Context: an optimization exercise on an open-source flow, tuned for a short achievable clock period and few clock cycles. The choices shown serve that exercise and are no tape-out recipe.
In this exercise RTL edits were held to simulation tests only and were not proved equivalent to the original.
Power and IR drop assume default switching activity.

==> design.v <==
module Register(
    clk,
	rst_n,
    read_reg_1,
    read_reg_2,
    write_reg,
    write_data,
    RegWrite,
    read_data_1,
    read_data_2
);
input  clk;
input  rst_n;
input  RegWrite;
input  [4:0] read_reg_1;
input  [4:0] read_reg_2;
input  [4:0] write_reg;
input  [31:0] write_data;
output [31:0] read_data_1;
output [31:0] read_data_2;
reg  [31:0]      reg_file [0:31];
reg  [31:0] next_reg_file [0:31];
assign read_data_1 = reg_file[read_reg_1];
assign read_data_2 = reg_file[read_reg_2];
integer k;
always@(*) begin
    for (k=0; k < 32; k=k+1)
        next_reg_file[k] = reg_file[k];
    if (RegWrite && (write_reg != 5'd0))
        next_reg_file[write_reg] = write_data;
end
always@(posedge clk) begin
    if (~rst_n) begin
        for (k=0; k < 32; k=k+1)
            reg_file[k] <= 32'b0;
    end
    else begin
        for (k=0; k < 32; k=k+1)
            reg_file[k] <= next_reg_file[k];
    end
end
endmodule
module Control(
    opcode,
    funct,
    RegDst,
    Jump,
    Branch,
    NEqual,
    MemRead,
    MemtoReg,
    ALUOp,
    MemWrite,
    ALUSrc,
    RegWrite,
    Jal,
    Jr
);
input  [5:0] opcode;
input  [5:0] funct;
output RegDst;
output Jump;
output Branch;
output NEqual;
output MemRead;
output MemtoReg;
output MemWrite;
output ALUSrc;
output RegWrite;
output Jal;
output Jr;
output [1:0] ALUOp;
wire   isRtype  = ~(opcode[3] | opcode[2] | opcode[1] | opcode[0]);
assign RegDst   = ~(opcode[5] | opcode[3]);
assign Jump     = ~opcode[5] &  opcode[1];
assign Branch   =  opcode[2];
assign NEqual   =  opcode[0];
assign MemRead  =  opcode[5] & ~opcode[3];
assign MemtoReg =  opcode[5] & ~opcode[3];
assign MemWrite =  opcode[5] &  opcode[3];
assign ALUSrc   =  opcode[3] |  opcode[1];
assign RegWrite = (opcode[5] ^  opcode[3]) | ( isRtype & (funct[5] | ~funct[3]) ) | Jal;
assign Jal      = ~opcode[5] &  opcode[1] & opcode[0];
assign Jr       =  isRtype & ~funct [5] & funct [3];
assign ALUOp    = (opcode[5] | opcode[3] )? 2'b00 :
                   opcode[2]? 2'b01 : 2'b10;
endmodule
module ALU_control(
    funct,
    ALUOp,
    ALUCtrl
);
input  [5:0] funct;
input  [1:0] ALUOp;
output [3:0] ALUCtrl;
assign ALUCtrl[3] = 1'b0;
assign ALUCtrl[2] = ( ~ALUOp[1] & ALUOp[0] ) | ( ALUOp[1] & ~ALUOp[0] & ( ~funct[5] | funct[1] ) );
assign ALUCtrl[1] = ~ALUOp[1] | ( funct[5] & ~funct[2] );
assign ALUCtrl[0] = ALUOp[1] & ( ( funct[3] & funct[1] ) | ( funct[2] & funct[0] ) | ( ~funct[5] & funct[1] ) );
endmodule
module ALU(
    in0,
    in1,
    ALUCtrl,
    shamt,
    Zero,
    ALUResult
);
input  [31:0] in0;
input  [31:0] in1;
input  [3:0]  ALUCtrl;
input  [4:0]  shamt;
output Zero;
output [31:0] ALUResult;
wire [31:0] add_or_sub = ALUCtrl[2] ? in0 - in1 : in0 + in1;
assign ALUResult = ALUCtrl[2:1] == 2'b00 ? ( ALUCtrl[0]? in0 | in1 : in0 & in1 ) :
                   ALUCtrl[2:1] == 2'b10 ? ( ALUCtrl[0]? in1 >> shamt : in1 << shamt ) :
                   ALUCtrl[1:0] == 2'b10 ? add_or_sub :
                   ALUCtrl[1:0] == 2'b11 ? { 31'b0, (in0[31] ^ in1[31])? in0[31] : add_or_sub[31] } :
                   32'b0;
assign Zero = ( ALUResult == 32'b0 );
endmodule
module SingleCycleMIPS( 
    clk,
    rst_n,
    IR_addr,
    IR,
    ReadDataMem,
    CEN,
    WEN,
    A,
    Data2Mem,
    OEN
);
input         clk, rst_n;
input  [31:0] IR;
output [31:0] IR_addr;
input  [31:0] ReadDataMem;  
output        CEN;  
output        WEN;  
output [6:0]  A;  
output [31:0] Data2Mem;  
output        OEN;  
reg  [31:0] pc;
wire [31:0] next_pc;
wire [5:0] opcode = IR[31:26];
wire [4:0] rs     = IR[25:21];
wire [4:0] rt     = IR[20:16];
wire [4:0] rd     = IR[15:11];
wire [4:0] shamt  = IR[10: 6];
wire [5:0] funct  = IR[ 5: 0];
wire [31:0] extimm = { {16{IR[15]}}, IR[15: 0] };
wire [25:0] addr   = IR[25: 0];
wire RegDst, Branch, NEqual, MemRead, MemtoReg, MemWrite, ALUSrc, RegWrite, Jump, Jal, Jr;
wire [1:0] ALUOp;
wire [3:0] ALUCtrl;
wire        Zero;
wire [31:0] reg_data_1;
wire [31:0] reg_data_2;
wire [31:0] ALU_result;
wire [31:0] added_addr  = pc + 32'd4;
wire [31:0] branch_addr = added_addr + (extimm << 2);
wire [31:0] jump_addr   = { added_addr[31:28], IR[25:0], 2'b00 };
wire [ 4:0] write_reg = Jal? 5'd31: (RegDst? rd : rt);
wire [31:0] ALUInput  = ALUSrc? extimm : reg_data_2;
wire [31:0] DatatoReg = Jal? added_addr : (MemtoReg? ReadDataMem : ALU_result);
wire [31:0] branched  = (Branch & (NEqual ^ Zero))? branch_addr : added_addr;
wire [31:0] jumped    = Jump? jump_addr : branched;
assign CEN = WEN & OEN;
assign WEN = ~MemWrite;
assign OEN = ~MemRead;
assign A   = ALU_result[8:2];
assign Data2Mem = reg_data_2;
assign next_pc  = Jr? reg_data_1 : jumped;
assign IR_addr  = pc;
always@(posedge clk) begin
	if (~rst_n) pc <= 32'b0;
	else 		pc <= next_pc;
end
Register mips_reg(
   .clk(clk),
   .rst_n(rst_n),
   .read_reg_1(rs),
   .read_reg_2(rt),
   .write_reg(write_reg),
   .write_data(DatatoReg),
   .RegWrite(RegWrite),
   .read_data_1(reg_data_1),
   .read_data_2(reg_data_2)
);
Control ctrl(
    .opcode(opcode),
    .funct(funct),
    .RegDst(RegDst),
    .Jump(Jump),
    .Branch(Branch),
    .NEqual(NEqual),
    .MemRead(MemRead),
    .MemtoReg(MemtoReg),
    .ALUOp(ALUOp),
    .MemWrite(MemWrite),
    .ALUSrc(ALUSrc),
    .RegWrite(RegWrite),
    .Jal(Jal),
    .Jr(Jr)
);
ALU_control alu_ctrl(
    .funct(funct),
    .ALUOp(ALUOp),
    .ALUCtrl(ALUCtrl)
);
ALU alu(
    .in0(reg_data_1),
    .in1(ALUInput),
    .ALUCtrl(ALUCtrl),
    .shamt(shamt),
    .Zero(Zero),
    .ALUResult(ALU_result)
);
endmodule
==> run.sh <==
#!/bin/bash
# synth_recipe.tcl (not shown) runs the flow's synth.tcl, then flattens the netlist and writes it again
# the make line also repeats each setting of config.mk as NAME=value (left out here)
make -C /OpenROAD-flow-scripts/flow DESIGN_CONFIG=/design/flow/config.mk WORK_HOME=/design/flow/orfs CLKGATE_MAP_FILE= SYNTH_SCRIPT=/design/flow/synth_recipe.tcl finish
==> config.mk <==
export PLATFORM = sky130hd
export DESIGN_NAME = SingleCycleMIPS
export DESIGN_NICKNAME = SingleCycleMIPS
export VERILOG_FILES = /design/flow/design.v
export SDC_FILE = /design/flow/constraint.sdc
export NUM_CORES = 8
export LEC_CHECK = 0
export CAP_MARGIN = 40
export CORE_MARGIN = 2
export CORE_UTILIZATION = 35
export SETUP_SLACK_MARGIN = 5
export SLEW_MARGIN = 40
==> constraint.sdc <==
create_clock -name core_clock -period 9.0 [get_ports {clk}]
set_input_delay 1.8000 -clock core_clock [delete_from_list [all_inputs] [get_ports {clk}]]
set_output_delay 1.8000 -clock core_clock [all_outputs]
set_load 0.01 [all_outputs]
==> summary.txt <==
- Outcome: complete, no violations
- WP buf/inv: 12
- Remaining Overflow, GRT: 0
- FF+latch count, synth: 1056
- Ys flop type: dfxtp_1
- First-pass GRT wire length: 600 mm
- Syn Area/Cell: 7.86 um^2
- Crit path max-delay family: compound AO/OA/AOI/OAI gates
- Die height: 422 um
- Asr flop ratio synth: 0%
- Sink Count: 1056
- I/O pin cnt: 140
- Detailed placement HPWL: 317 mm
- Pre-CTS setup slack: -1060 ps
- Crit Path Max Fanout: 7
- Final WL: 466 mm
- Hold Vio Cnt, Final: 0
- Die Span X: 422 um
- Total leakage power: 0.0335 uW
- Largest net degree at the start of global routing: 187
- Area post-placement: 0.0744 mm^2
- CTS max path bufs: 3
- Critical Path End Type: register
- Mapped cell area: 0.0611 mm^2
- CTS tree: yes
- Drt wl/cell: 41.7 um
- Critical path class: input pin to register
- Tcrit/Tclk final: 96.0%
- Total of max-cap violations: 0
- YS warnings: 4
- Initial antenna violation count: 47
- Synth area leaders: dfxtp_1 35%, a211oi_1 9.4%, nor2_1 7.6%
- Layout Area Growth over Synthesis: 42.7%
- Root Buffer: clkbuf_16
- Nets: 8839
- Global Route Usage Sum: 48.2%
- Fmax achieved: 116 MHz
- Fillers: 16500
- Iter 0 DRT Violations: 14000
- Vias in the first global route: 70200
- Row count: 153
- Max Transition Viols Final: 0
- Post-Layout Inst Area: 0.0872 mm^2
- DRC: 0
- Worst setup SP type: input pin
- Peak supply drop: 0.178 mV
- Tmin final: 8640 ps
- CP Data Required Time: 9710 ps
- Synth cell count leaders: 1233 x nor2_1, 1056 x dfxtp_1, 768 x a211oi_1
- Max incr delay on CP: 840 ps
- Worst hold path type: register to register
- Clock Skew: 90.4 ps
- Final worst slack: 356 ps
- Antenna Nets Post-Route: 0
- Pwr Total: 16700 uW
- Routed via count: 78500
- Setup-failing EPs final: 0
- Synthesized Nets: 7907
- CTS Buf Count: 117
- H-tree depth: 3
- Worst-path clk slew: 60 ps
- Finished Layout Cells: 11200
- Most common cell in the netlist: nor2_1
- Starting Density: 35.2%
- Routability cong.: 1.09
- Yosys top cell by area: dfxtp_1
- Synth unique cells: 109
- Slew @ Worst Pin: 1100 ps
- RSZ-0062 raised after global routing: yes
- Vias/cell: 7.03
- Slew headroom: 26.6%
- Critical path arrival: 9350 ps
- Register area share after synthesis: 34.6%
- Pwr Density: 192 mW/mm^2
- Layout cell share with drive strength beyond 1: 29.4%
- Core Box Area: 0.174 mm^2
- Skew-Pair Late Insertion Delay: 870 ps
- Placed instance count: 10600
- Post-synth EDFFs: 0
- Top-area cell type share of the netlist area: 34.6%
- Critical path's slowest cell: a21oi_1
- Final core utilization: 50.2%
- Worst path most repeated cell: buf_4
- Cell count after synthesis: 7770
- # port buffers: 138
- Die area: 0.178 mm^2
- Initial DRT Pass Iterations: 13
==> where the power goes <==
part | internal (uW) | switching, uW
Combinational | 2230 | 3720
Sequential | 5060 | 400
Clock | 2980 | 2320
Total | 10300 | 6440
==> sequential cells by signal (all words and copies together) (netlist names) <==
register	count
mips_reg.reg_file	1024
pc	32
==> layer usage <==
metal / global-route usage (%) / routed length (um) / part of all wire, % / up-vias
li1: - / - / - / 31100
met1: 57.3 / 160000 / 34 / 37500
met2: 67.1 / 181000 / 39 / 7364
met3: 18.7 / 72800 / 16 / 2484
met4: 41.9 / 51900 / 11 / 20
met5: 0.242 / 269 / 0.058 / -
==> worst reg2reg max path: cells and delay by family (launching register included) <==
kind	cells	cell delay, ps
AOI/OAI and AO/OA	14	2420
buffers and inverters	15	1980
and+or+nand+nor	8	1770
DFF	1	370
xor gates and xnor gates	2	320
adders and majority gates	1	300
==> layout make-up <==
cell class	instances	area [um^2]	share of cell area (%)
Tap cell	2325	2910	3.34
Multi-Input combinational cell	5865	42000	48.2
Clock buffer	154	3320	3.81
Inverter	73	294	0.337
Clock inverter	65	825	0.946
Timing Repair Buffer	1589	16600	19.0
Sequential cell	1056	21100	24.3
Antenna cell	44	110	0.126
==> cell usage in the layout, fill, tap and decap left out, types with 44 or more instances in the layout <==
master	instances
buf_6	181
ha_1	58
a22oi_1	549
xnor2_1	61
a21oi_1	278
nand3_1	148
a221oi_1	62
diode_2	44
nor2_4	71
nor2_1	1144
nor3_1	75
a211oi_1	531
mux2i_1	207
nand2_1	598
o211ai_1	45
buf_12	188
nand4_1	83
o21ai_0	94
dfxtp_1	1056
buf_4	1011
inv_1	58
and3_1	411
clkbuf_16	150
and2_1	48
a2111oi_0	56
a211oi_2	232
clkdlybuf4s50_1	89
==> per-stage QoR <==
step           setup TNS (ps)  hold WS, ps
2_1_floorplan               0          441
3_3_place_gp          -299150          455
3_5_place_dp          -248330          464
4_1_cts                     0          473
5_1_grt                     0          499
6_report                    0          474
==> path summary, 6_finish.rpt <==
kind                                    startpoint                               endpoint  slack, ps  cells after the start
min          mips_reg.reg_file[8][18]$_SDFFE_PN0P_  mips_reg.reg_file[8][18]$_SDFFE_PN0P_        470                      2
max reg2reg  mips_reg.reg_file[17][0]$_SDFFE_PN0P_                      pc[14]$_SDFF_PN0_       1720                     40
min reg2reg  mips_reg.reg_file[8][18]$_SDFFE_PN0P_  mips_reg.reg_file[8][18]$_SDFFE_PN0P_        470                      2
max                                         IR[23]                      pc[14]$_SDFF_PN0_        360                     36
==> repair_timing <==
action	CTS	global route
hold buffers	0	0
setup endpoints to repair	1065	1064
cloned	9	48
pin swaps	124	176
endpoints found under the hold margin	0	0
setup buffers	110	125
gates resized for setup	423	848
==> cell families (layout without fill, tap and decap cells) <==
kind of cell	after synthesis	after routing	synth area share (%)
AO/OA/AOI/OAI	2457	2458	29.4
buffers and inverters	851	1881	5.40
multiplexers	247	247	4.40
adder cells (fa/ha/maj)	94	94	1.86
AND/OR/NAND/NOR	2961	2962	22.8
flip-flops	1056	1056	34.6
other	0	44	0
XOR/XNOR	104	104	1.50
Testbench counts, summed over its fixed seeds: cycles 41,605.

[what the ideal ports hide]
How much do the figures lean on ideal ports? The routed layout below was timed once more, with nothing changed but the port constraints.
Step 1 sets driving cells, clkbuf_16 on the clock port and buf_2 on the other inputs (assumed; they add their load-dependent delay and slew).
Step 2 adds t to the input delays and takes it off the output delays; t is the mean of the earliest and latest rising clock arrival at the registers after step 1. Input paths then give back, and output paths get back, about the clock's delay inside the block.
a / b / c = ideal ports / drivers / drivers and shift; a / b = the first two.
t (ns): 0.905
setup slack, ns: 0.356 / 0.319 / -0.508
hold WS [ns]: 0.474 / 0.474 / 0.474
Met with ideal ports but missed after step 2: setup timing in this run. The setup slack of this run moves by -0.037 ns with the drivers and by -0.864 ns with both steps.
